Background: an optimization exercise with open tools, aiming at small area, a short achievable clock period and few clock cycles per item. Do not read the settings as production practice. The RTL of this run was laid out without a check of its function.

==> design/flow/design.v <==
module cordic_magphase (
    input  wire        clk,
    input  wire        rst_n,
    input  wire        start,
    input  wire signed [15:0] x_in,
    input  wire signed [15:0] y_in,
    output reg         busy,
    output reg         done,
    output wire [31:0] magnitude,
    output wire [31:0] phase
);
    reg [3:0] cnt;
    reg [16:0] xr;               
    reg signed [16:0] yr;
    reg signed [29:0] zr;
    reg cneg, cpos;              
    reg [15:0] mag_r;
    reg [30:0] ph_r;
    assign magnitude = {2'b00, mag_r, 14'b0};
    assign phase = {ph_r[30], ph_r};
    wire xneg = x_in[15];
    wire [16:0] xa = xneg ? -{x_in[15], x_in} : {x_in[15], x_in};
    wire signed [16:0] ya = xneg ? -{y_in[15], y_in} : {y_in[15], y_in};
    wire [16:0] xs0;
    wire signed [16:0] ys0;
    reg  [16:0] xsh0;
    reg  signed [16:0] ysh0;
    reg  [29:0] at0;
    always @* begin
        case (cnt)
        0: begin xsh0 = xr >> 0; ysh0 = yr >>> 0; at0 = 30'd210828714; end
        1: begin xsh0 = xr >> 2; ysh0 = yr >>> 2; at0 = 30'd65760959; end
        2: begin xsh0 = xr >> 4; ysh0 = yr >>> 4; at0 = 30'd16755424; end
        3: begin xsh0 = xr >> 6; ysh0 = yr >>> 6; at0 = 30'd4193960; end
        4: begin xsh0 = xr >> 8; ysh0 = yr >>> 8; at0 = 30'd1048559; end
        5: begin xsh0 = xr >> 10; ysh0 = {17{yr[16]}}; at0 = 30'd262143; end
        6: begin xsh0 = xr >> 12; ysh0 = {17{yr[16]}}; at0 = 30'd65535; end
        7: begin xsh0 = xr >> 14; ysh0 = {17{yr[16]}}; at0 = 30'd16383; end
        8: begin xsh0 = xr >> 16; ysh0 = {17{yr[16]}}; at0 = 30'd4095; end
        default: begin xsh0 = 17'bx; ysh0 = 17'bx; at0 = 30'bx; end
        endcase
    end
    wire d0 = ~yr[16];    
    assign xs0 = d0 ? xr + ysh0 : xr - ysh0;
    assign ys0 = d0 ? yr - xsh0 : yr + xsh0;
    wire [16:0] xs1;
    wire signed [16:0] ys1;
    reg  [16:0] xsh1;
    reg  signed [16:0] ysh1;
    reg  [29:0] at1;
    always @* begin
        case (cnt)
        0: begin xsh1 = xs0 >> 1; ysh1 = ys0 >>> 1; at1 = 30'd124459457; end
        1: begin xsh1 = xs0 >> 3; ysh1 = ys0 >>> 3; at1 = 30'd33381289; end
        2: begin xsh1 = xs0 >> 5; ysh1 = ys0 >>> 5; at1 = 30'd8385883; end
        3: begin xsh1 = xs0 >> 7; ysh1 = ys0 >>> 7; at1 = 30'd2097114; end
        4: begin xsh1 = xs0 >> 9; ysh1 = {17{ys0[16]}}; at1 = 30'd524287; end
        5: begin xsh1 = xs0 >> 11; ysh1 = {17{ys0[16]}}; at1 = 30'd131071; end
        6: begin xsh1 = xs0 >> 13; ysh1 = {17{ys0[16]}}; at1 = 30'd32767; end
        7: begin xsh1 = xs0 >> 15; ysh1 = {17{ys0[16]}}; at1 = 30'd8191; end
        8: begin xsh1 = xs0 >> 17; ysh1 = {17{ys0[16]}}; at1 = 30'd2047; end
        default: begin xsh1 = 17'bx; ysh1 = 17'bx; at1 = 30'bx; end
        endcase
    end
    wire d1 = ~ys0[16];    
    assign xs1 = d1 ? xs0 + ysh1 : xs0 - ysh1;
    assign ys1 = d1 ? ys0 - xsh1 : ys0 + xsh1;
    wire signed [29:0] zb = (cnt == 0) ? 30'sd0 : zr;
    wire signed [29:0] zs = zb + (d0 ? at0 : -at0) + (d1 ? at1 : -at1);
    wire tneg = yr[16];
    wire [16:0] xf = xr + (tneg ? 17'd14 : 17'd0);
    wire [39:0] prod = xf * 22'd2540625;
    wire signed [29:0] zf = tneg ? zr - 30'sd2036 : zr + 30'sd2036;
    wire signed [31:0] zfx = {{2{zf[29]}}, zf};
    reg signed [31:0] pt;
    always @* begin
        pt = cpos ? zfx + 32'sh3243F6A8 : cneg ? zfx - 32'sh3243F6A8 : zfx;
        if (pt > 32'sh3243F6A8) pt = pt - 32'sh6487ED51;
        else if (pt < -32'sh3243F6A8) pt = pt + 32'sh6487ED51;
    end
    always @(posedge clk or negedge rst_n) begin
        if (!rst_n) begin
            busy <= 1'b0;
            done <= 1'b0;
            cnt  <= 0;
        end else if (!busy) begin
            busy <= start;
            done <= 1'b0;
            cnt  <= 0;
        end else begin
            cnt  <= cnt + 1'b1;
            busy <= (cnt != 9);
            done <= (cnt == 9);
        end
    end
    always @(posedge clk) begin
        if (!busy) begin
            xr   <= xa;
            yr   <= ya;
            cneg <= xneg & ya[16];
            cpos <= xneg & ~ya[16];
        end else if (cnt != 9) begin
            xr <= xs1;
            yr <= ys1;
            zr <= zs;
        end
        if (busy && cnt == 9) begin
            mag_r <= prod[37:22];
            ph_r  <= pt[30:0];
        end
    end
endmodule
==> design/flow/run.sh <==
#!/bin/bash
# synth_recipe.tcl (not shown) runs the flow's synth.tcl, then flattens the netlist and writes it again
# the make line also repeats each setting of config.mk as NAME=value (left out here)
make -C /OpenROAD-flow-scripts/flow DESIGN_CONFIG=/design/flow/config.mk WORK_HOME=/design/flow/orfs CLKGATE_MAP_FILE= SYNTH_SCRIPT=/design/flow/synth_recipe.tcl finish
==> design/flow/config.mk <==
export PLATFORM = sky130hd
export DESIGN_NAME = cordic_magphase
export DESIGN_NICKNAME = cordic_magphase
export VERILOG_FILES = /design/flow/design.v
export SDC_FILE = /design/flow/constraint.sdc
export NUM_CORES = 4
export LEC_CHECK = 0
export CAP_MARGIN = 20
export CORE_MARGIN = 2
export CORE_UTILIZATION = 40
export SLEW_MARGIN = 20
==> design/flow/constraint.sdc <==
create_clock -name core_clock -period 20.0 [get_ports {clk}]
set_input_delay 4.0000 -clock core_clock [delete_from_list [all_inputs] [get_ports {clk}]]
set_output_delay 4.0000 -clock core_clock [all_outputs]
set_load 0.01 [all_outputs]
==> metrics.md <==
| Metric | Value |
|---|---|
| Initial core utilization | `40.4%` |
| First-pass GRT wire length | `112000 um` |
| Util after Layout | `44.1%` |
| Vias in the first global route | `20100` |
| Largest net degree at the start of global routing | `50` |
| Wire per inst | `20.1 um` |
| #FFs+latches synth | `119` |
| Routed Antenna Nets | `0` |
| Post-synth EDFFs | `113` |
| Worst r2r path cells | `39` |
| Mapped Cells | `2732` |
| Initial DRT Pass Iterations | `9` |
| Area Growth Syn to Fin | `9.24%` |
| Initial DRC count | `1744` |
| Row count | `87` |
| CP Launch Point | `cnt[0]` |
| Post-CTS Hold Fix Bufs | `0` |
| Clk slew on worst S/H paths | `0.07 ns` |
| Worst clock skew | `0.0239 ns` |
| Reg-to-reg startpoint | `cnt[0]` |
| Layout fillers | `5639` |
| Detailed-route via count | `20500` |
| Mapped Area | `22800 um2` |
| Fin. Hold Viols | `0` |
| Clock Latency Late Sink | `0.50 ns` |
| DIE HEIGHT | `243 um` |
| Most used cell, CP | `o21ai_0` |
| Predominant post-synthesis flop cell | `edfxtp_1` |
| F_max | `87.8 MHz` |
| H-Tree Depth | `4` |
| Synth warnings | `1` |
| Critical Path RT | `20.24 ns` |
| Tcrit/Tclk final | `57.0%` |
| Max Slew Vio Count | `0` |
| Commonest non-fill, non-tap cell in the layout | `ha_1` |
| Number of buffers created by CTS | `17` |
| # DRC | `0` |
| DP Wirelength | `55700 um` |
| Max_cap viols | `0` |
| GRT Residual Overflow | `0` |
| CTS Buffer Depth | `2` |
| Setup TNS | `0 ns` |
| R2R Path End | `zr[29]` |
| DRT Wirelength | `70600 um` |
| Via density | `5.83` |
| Layout cells sized above 1 | `4.71%` |
| Total track usage | `24.0%` |
| Max Fanout on Critical Path | `39` |
| Most frequent cells in the layout | `ha_1 (294), inv_1 (250), nor2_1 (212)` |
| Crit end category | `flip-flop` |
| Critical path start-end classification | `flip-flop to flip-flop` |
| Hold_sp | `cnt[0]` |
| Post-cts resize count | `0` |
| Crit path arrival time | `11.64 ns` |
| Average size of a mapped cell | `8.34 um2` |
| Clock sink count | `119` |
| Setup slack, reg-to-reg | `8.61 ns` |
| Port Buffers | `84` |
| Period minus WS final | `11.39 ns` |
| # IOs | `101` |
| Crit-path max cell delay | `0.91 ns` |
| Final hold slack | `0.526 ns` |
| Slew HR | `22.5%` |
| CTS tree | `done` |
| Initial antenna violation count | `0` |
| Final Wtd Congestion | `0.936` |
| Worst setup path endpoint | `zr[29]` |
| Nets | `3191` |
| Die width | `243 um` |
| Async SR Flop Fraction | `5.04%` |
| Distinct cells, synth | `99` |
| Startpoint types | `flip-flop` |
| Hold Path Class | `flip-flop to flip-flop` |
| Worst-margin pin slew | `1.15 ns` |
| Slowest-stage cell, CP | `a2111oi_0` |
| Unrepaired setup endpoints after global routing | `false` |
| Core area | `56400 um2` |
| Root buffer cell | `clkbuf_16` |
| Final-report setup violation count | `0` |
| # Post-CTS Setup Buffers | `0` |
| Full die area | `58900 um2` |
| Outcome | `finished clean` |
| Ant. Diodes | `0` |
| Sequential share of the synthesized area | `15.6%` |
[cell type report]
type	count	area, um2	area share, %
multi-input cells	2242	17800	71.5
flip-flops and latches	119	3540	14.2
repair buffers	114	1070	4.29
inverters	252	947	3.81
well taps	756	946	3.80
clock buffers	20	457	1.84
clock inverters	12	119	0.478
[cell usage after synthesis (21+ instances only)]
cell type	count	share of area, %
a211oi_1	22	0.73
a21boi_0	21	0.69
a21o_1	42	1.4
a21oi_1	147	3.2
a22oi_1	36	1.2
a31oi_1	34	0.93
and2_1	49	1.3
and3_1	31	0.85
buf_1	25	0.41
clkbuf_1	79	1.3
edfxtp_1	113	15
fa_1	116	10
ha_1	294	16
inv_1	251	4.1
nand2_1	187	3.1
nand2b_1	25	0.69
nand3_1	58	1.3
nand4_1	22	0.60
nor2_1	212	3.5
nor2b_1	29	0.80
nor3_1	62	1.4
o21a_1	32	1.1
o21ai_0	149	3.3
o31ai_1	27	0.89
or3_1	25	0.69
xnor2_1	182	7.0
xor2_1	99	3.8
[how the worst min path moves through the flow]
stage	endpoint	slack, ns	depth (start not counted)
CTS	cnt[0]	0.53	1
global route	cnt[0]	0.55	1
global placement	cnt[0]	0.50	1
floorplan	cnt[0]	0.48	1
detailed placement	cnt[0]	0.52	1
finish	cnt[0]	0.53	1
[flip-flops by register name, indices dropped and copies added, names as in the netlist]
signal,count
zr,30
ph_r,31
cnt,4
done,1
yr,17
cpos,1
cneg,1
busy,1
mag_r,16
xr,17
[logic make-up after synthesis]
family                     after synthesis  share of synthesized area (%)
adders and majority gates              410                           26.3
buffers and inverters                  386                           6.75
xor gates and xnor gates               286                           11.2
muxes                                    9                          0.412
other                                    1                         0.0165
and+or+nand+nor                        771                           16.6
AOI/OAI and AO/OA                      750                           23.1
DFF                                    119                           15.6
[routing by layer]
| metal | global-route usage, % | vias to the layer above | share of wire [%] | wire, um |
|---|---|---|---|---|
| li1 | - | 9867 | - | - |
| met1 | 32.5 | 9860 | 46 | 32200 |
| met2 | 38.6 | 657 | 45 | 31800 |
| met3 | 3.65 | 121 | 5.8 | 4100 |
| met4 | 9.42 | 0 | 3.5 | 2450 |
| met5 | 0 | - | 0 | 0 |
[metrics by stage]
step	cells	cell area (um2)	worst slack (ns)
after detailed placement	3483	24300	8.81
after global placement	3482	24300	9.02
final	3515	24900	8.61
after floorplan	2747	22800	10.25
after global routing	3515	24900	7.73
after CTS	3515	24900	8.73
[worst max-delay path, delay by kind of cell (launching register included)]
family                     cells  cell delay (ns)
buffers and inverters          5             1.11
DFF                            1             0.42
AOI/OAI and AO/OA             19             5.45
xor gates and xnor gates       4             1.13
adders and majority gates      4             1.36
and+or+nand+nor                7             1.61

-- re-timing with driven ports --
In the flow no input, the clock included, has a driving cell. The finished layout below was timed again as built, in two steps. Step 1 assumes that a clkbuf_16 drives the clock port and a buf_2 every other input. Step 2, shift: input delay + t, output delay - t, t = (earliest + latest rising clock arrival at the registers) / 2. This alone moves slack from input paths to output paths. Slacks: no drivers / after step 1 / after step 2; pairs: no drivers / after step 1.
t, ns: 0.551
setup slack, ns: 8.606 / 8.606 / 8.606
pins driven straight from the clock port: 1
After both steps this run still meets setup and hold. The setup slack of this run moves by 0.000 ns with the drivers and by 0.000 ns with both steps.
